This design comes from an exercise in tuning for small area and a short achievable clock period on the open sky130 flow, not from production work. Function was checked by simulation only, so behaviour that the tests miss may differ from the original. Power figures rest on the tool's default switching activity, not on a simulated workload.

## flow/design.v (module list and top-level ports; edited modules follow where they fit)
// module APB_Square: 1479 lines
// module apb_fa: 4 lines
// module apb_ha: 4 lines
// module apb_sel: 3 lines
// module apb_xor: 3 lines
module APB_Square
(
    input wire PWRITE,
    input wire PCLK,
    input wire PSEL,
    input wire [31:0] PADDR,
    input wire [31:0] PWDATA,
    output reg [31:0] PRDATA,
    input wire PENABLE,
    output reg PREADY,
    input PRESET
);
  // ...
==> flow/flow/run.sh <==
#!/bin/bash
# The standard layout (standard.sh: standard synthesis through finish), with the
# port buffers that buffer_ports inserts made the smallest buffer cell.
set -euo pipefail
export BUFFER_PORTS_ARGS="-buffer_cell sky130_fd_sc_hd__buf_1"
bash standard.sh > standard.log 2>&1
==> flow/standard.sh <==
#!/bin/bash
# synth_recipe.tcl (not shown) runs the flow's synth.tcl, then flattens the netlist and writes it again
# the make line also repeats each setting of config.mk as NAME=value (left out here)
make -C /OpenROAD-flow-scripts/flow DESIGN_CONFIG=/design/flow/config.mk WORK_HOME=/design/flow/orfs CLKGATE_MAP_FILE= SYNTH_SCRIPT=/design/flow/synth_recipe.tcl "${@:-finish}"
==> flow/config.mk <==
export PLATFORM = sky130hd
export DESIGN_NAME = APB_Square
export DESIGN_NICKNAME = APB_Square
export VERILOG_FILES = /design/flow/design.v
export SDC_FILE = /design/flow/constraint.sdc
export NUM_CORES = 4
export LEC_CHECK = 0
export CAP_MARGIN = 20
export CORE_MARGIN = 2
export CORE_UTILIZATION = 60
export CTS_BUF_LIST = sky130_fd_sc_hd__clkbuf_4
export SETUP_SLACK_MARGIN = 5
export SLEW_MARGIN = 20
export SYNTH_HIERARCHICAL = 1
export TNS_END_PERCENT = 5
==> flow/constraint.sdc <==
create_clock -name core_clock -period 8.5 [get_ports {PCLK}]
set_input_delay 1.7000 -clock core_clock [delete_from_list [all_inputs] [get_ports {PCLK}]]
set_output_delay 1.7000 -clock core_clock [all_outputs]
set_load 0.01 [all_outputs]
==> results_dict.tcl, run 1 <==
set metrics [dict create \
    status "timing/DRC/antenna clean" \
    core.rowCount 61 \
    place_ws_ns 4.11 \
    drt_pre_antenna_iters 8 \
    use_met1_pct 54.5 \
    fillers 2262 \
    startpoint "a[15]" \
    min_period_ns 3.64 \
    tightest_slew_ns 1.11 \
    dr.max_layer_used "met4" \
    drt_iter0_drc 2067 \
    r2r_cells 7 \
    r2r_start "a[15]" \
    cp-endpoint "cs_r[111]" \
    slowest_stage "fa_1" \
    path_max_fanout 17 \
    switching_share_pct 24.7 \
    cpPeakStageDelay_ns 0.64 \
    io_pins 102 \
    layout-drive-gt1-share_pct 14.6 \
    cts_tree "done" \
    fin_skew_ns 0.0567 \
    whs_endpoint "PREADY" \
    multi_input_area_sq_um 12700 \
    yosysMostFrequentCell "xor2_1" \
    grt_usage_pct 41.8 \
    critPathTopFamily "adder cells" \
    cts.path.max_buffers 3 \
    vias 15500 \
    clock_area_share_pct 4.09 \
    synth_top_cells_by_count "xor2_1 (287), o22ai_1 (258), dfxtp_1 (217)" \
    dpl.hpwl_mm 38.2 \
    start_kind "flop" \
    slew_headroom_pct 25.9 \
    arrival_ns 4.23 \
    synthTopCellsByArea "dfxtp_1 (26%), fa_1 (23%), xor2_1 (15%)" \
    root_buffer "clkbuf_4" \
    largest_cell_class "multi-input combinational cells" \
]
==> run 2: changes to the inputs <==
--- a/flow/config.mk
+++ b/flow/config.mk
@@ -14,2 +14 @@
 export SYNTH_HIERARCHICAL = 1
-export TNS_END_PERCENT = 5
==> run 2 against run 1 <==
Still clean. Combinational power about the same. Sequential share of layout area decreased by 0.27 points. Largest cell class unchanged. Count of clock-buffer cells in the layout decreased by 13. Sequential power about the same. Critical path depth increased by 4. Critical path type unchanged.
==> results_dict.tcl, run 2 <==
set metrics [dict create \
    cts_tree "done" \
    yosysMostFrequentCell "xor2_1" \
    avgSynthCellArea_sq_um 9.55 \
    die_h_um 172 \
    final_common_cell "xor2_1" \
    yosysSeqAreaShare_pct 25.7 \
    setup_tns_ns 0 \
    max_clock_freq_ghz 0.288 \
    grt_max_degree 95 \
    cp_num_buf_inv 0 \
    cts_max_level 2 \
    largest_reg_flops 119 \
    ir_worst_vdd_mv 0.118 \
    root_buffer "clkbuf_4" \
    slew_viol_final 0 \
    synth_edf_count 0 \
    grt-ovfl-total 0 \
    finalSetupViolations 0 \
    dpl.hpwl_mm 38.0 \
    yosys.area.top_type "dfxtp_1" \
    grt_usage_pct 40.8 \
    syn-num-nets 2083 \
    nNetsFinal 2277 \
    arrival_ns 4.12 \
    rsz0062_at_grt "yes" \
    numPortBuffers 101 \
    layout-drive-gt1-share_pct 15.9 \
    start_util_pct 60.9 \
    synthFlopType "dfxtp_1" \
    drt_iter0_drc 1828 \
    die_x_um 172 \
    yosysTopAreaCellShare_pct 25.7 \
    coreArea_sq_um 27800 \
    switchingPower_w 0.000494 \
    grt_pass1_vias 15300 \
    yosysWarnings 7 \
    min_period_ns 3.47 \
    insertion_delay_ns 0.77 \
    switching_share_pct 25.1 \
    drt_pre_antenna_iters 8 \
    seqPwrFrac_pct 51.5 \
    critPathTopFamily "adder cells" \
    async_flop_share_pct 0 \
    status "timing/DRC/antenna clean" \
    grt_pass1_wl_mm 90.0 \
    comb_power_share_pct 2.0 \
    ys_ff_latch 217 \
    clkTransAtPathRegs_ns 0.07 \
    core.rowCount 61 \
    antenna_found_initial 3 \
    start_kind "flop" \
    synthToLayoutAreaGrowth_pct 18.4 \
    synthDistinctLibCells 59 \
    drt-total-wl_mm 60.1 \
    regMostFlops "cs_r" \
    cts_hold_buf 0 \
    crit_top_cell "fa_1" \
    p_leak_nw 9.54 \
    critPathRequiredTime_ns 9.15 \
    tightest_slew_ns 1.05 \
    finalHoldViolations 0 \
    cts_buffers 57 \
    synthTopCellsByArea "dfxtp_1 (26%), fa_1 (23%), xor2_1 (15%)" \
    layout_common_cells "xor2_1 (276), o22ai_1 (248), dfxtp_1 (200)" \
    postRouteAntennaNets 0 \
    fin_skew_ns 0.0622 \
    cpPeakStageDelay_ns 0.55 \
    drc 0 \
    syn_inst 1773 \
    die-area_sq_um 29600 \
    holdCritPathClass "flop to flop" \
    slowest_stage "fa_1" \
    worstSetupEndpointType "flop" \
    synth_top_cells_by_count "xor2_1 (287), o22ai_1 (258), dfxtp_1 (217)" \
    power_density_nw_per_um2 98.2 \
    cts.path.max_buffers 3 \
    vias 15600 \
    syn_area_sq_um 16900 \
    gp_congestion 0.890 \
    post_drt_wl_per_cell_um 25.1 \
    vias_per_cell 6.51 \
    crit_path_cell_trace "fa_1 -> fa_1 -> ha_4 -> and3_1 -> nand3_2 -> a211oi_4 -> o211ai_1 -> nand2_2 -> a41oi_2 -> xor2_2 -> o21ai_2" \
    io_pins 102 \
    internal_power_w 0.00147 \
    path_class "flop to flop" \
    slew_headroom_pct 29.9 \
    clock_sinks 217 \
    fin_crit_sh_pct 40.8 \
    p_clk_share_pct 46.5 \
    cap_violations 0 \
    path_max_fanout 6 \
    fin_hold_ws_ns 0.438 \
]
==> run 2: cell count changes in the layout (fill, tap and decap cells not counted), moves of 4 or more <==
cell and change:
buf_4 +12, clkbuf_4 -13, clkinv_1 +4, fa_1 -7
fa_2 +7, xor2_1 -4, xor2_2 +4
==> run 2: per-layer routing <==
metal  global-route usage (%)  vias to the layer above  wire (um)
met3                     11.9                      243       7500
met1                     53.5                     7521      22900
met5                        0                        -          0
met2                     62.4                     1126      26600
li1                         -                     6666          -
met4                     19.0                        0       3060
==> run 2: power groups by stage <==
stage | combinational (W) | clock, W | sequential, W
after floorplan | 0.0000152 | 0 | 0.00104
after global placement | 0.0000369 | 0 | 0.00104
after detailed placement | 0.0000368 | 0 | 0.00104
after CTS | 0.0000371 | 0.000932 | 0.00101
after global routing | 0.0000408 | 0.000981 | 0.00101
final | 0.0000387 | 0.000915 | 0.00101
==> run 2: worst paths after layout <==
kind,cells after the start,slack (ns),from,end
hold reg to reg,1,0.44,PREADY,PREADY
setup reg to reg,11,5.03,cs_r[40],PRDATA[30]
hold / removal,1,0.44,PREADY,PREADY
setup / recovery,11,5.03,cs_r[40],PRDATA[30]
==> run 2: cell type report <==
class                      instances  area [sq um]
sequential                       217          4390
tap                              378           473
timing repair inverter             1          5.00
timing repair buffer             189          1270
clock buffer                      83           623
fill                            2208          7740
inverter                          55           228
clock inverter                    17          83.8
multi-input combinational       1446         13000
antenna                            3          7.51
==> run 2: stage by stage <==
| step | cell area [sq um] | cells | setup slack (ns) | utilization (%) | total power, W |
|---|---|---|---|---|---|
| after floorplan | 17200 | 1773 | 4.83 | - | 0.00105 |
| after global placement | 18000 | 2223 | 4.21 | 64.7 | 0.00108 |
| after detailed placement | 18000 | 2223 | 4.16 | 64.7 | 0.00108 |
| after CTS | 19500 | 2364 | 4.99 | 70.2 | 0.00198 |
| after global routing | 20000 | 2389 | 4.96 | 72.1 | 0.00204 |
| final | 20000 | 2389 | 5.03 | 72.1 | 0.00197 |
==> run 2: cell families (layout without fill, tap and decap cells) <==
logic type,after synthesis,count (layout),share of synthesized area (%)
fa+ha+maj,241,241,26.5
mux,21,21,1.24
xor+xnor,327,327,16.9
compound gates,496,499,17.9
buf+inv,113,345,2.65
flops,217,217,25.7
simple gates,358,358,9.06
other cells,0,3,0
==> run 2: what timing repair did <==
item | CTS | global route
pin swaps | 14 | 30
setup endpoints to repair | 94 | 99
resized for setup | 73 | 73
gates cloned | 5 | 1
buffers inserted | 36 | 21
==> run 2: modules after synthesis (local to each module, per instance) <==
module	flops+latches	cells	times used	cell area, sq um
apb_fa	0	1	196	20.0
apb_xor	0	1	256	8.76
APB_Square	217	1051	1	8990
apb_sel	0	1	256	6.26
apb_ha	0	1	14	12.5

-- separate check: timing with driven ports --
In the flow no input, the clock included, has a driving cell. The finished layouts below were timed again as built, in two steps.
Step 1: set_driving_cell puts a clkbuf_16 on PCLK and a buf_2 on each other input, an assumption about the parent block.
Step 2 times the ports against the registers' clock, not the clock port: input delays grow and output delays shrink by t, the midpoint of the rising clock arrivals with the driver on.
Three values: ideal ports, drivers, drivers and shift; two values: the first two.
run | t (ns) | setup WS [ns] | worst setup path after step 2
run 1 | 0.780 | 4.862 / 4.862 / 4.292 | input to register
run 2 | 0.787 | 5.030 / 5.030 / 4.426 | input to register
After both steps setup and hold are still met in every run listed. For run 2, which loses most, drivers alone change the setup slack by 0.000 ns; drivers and shift together by -0.604 ns.
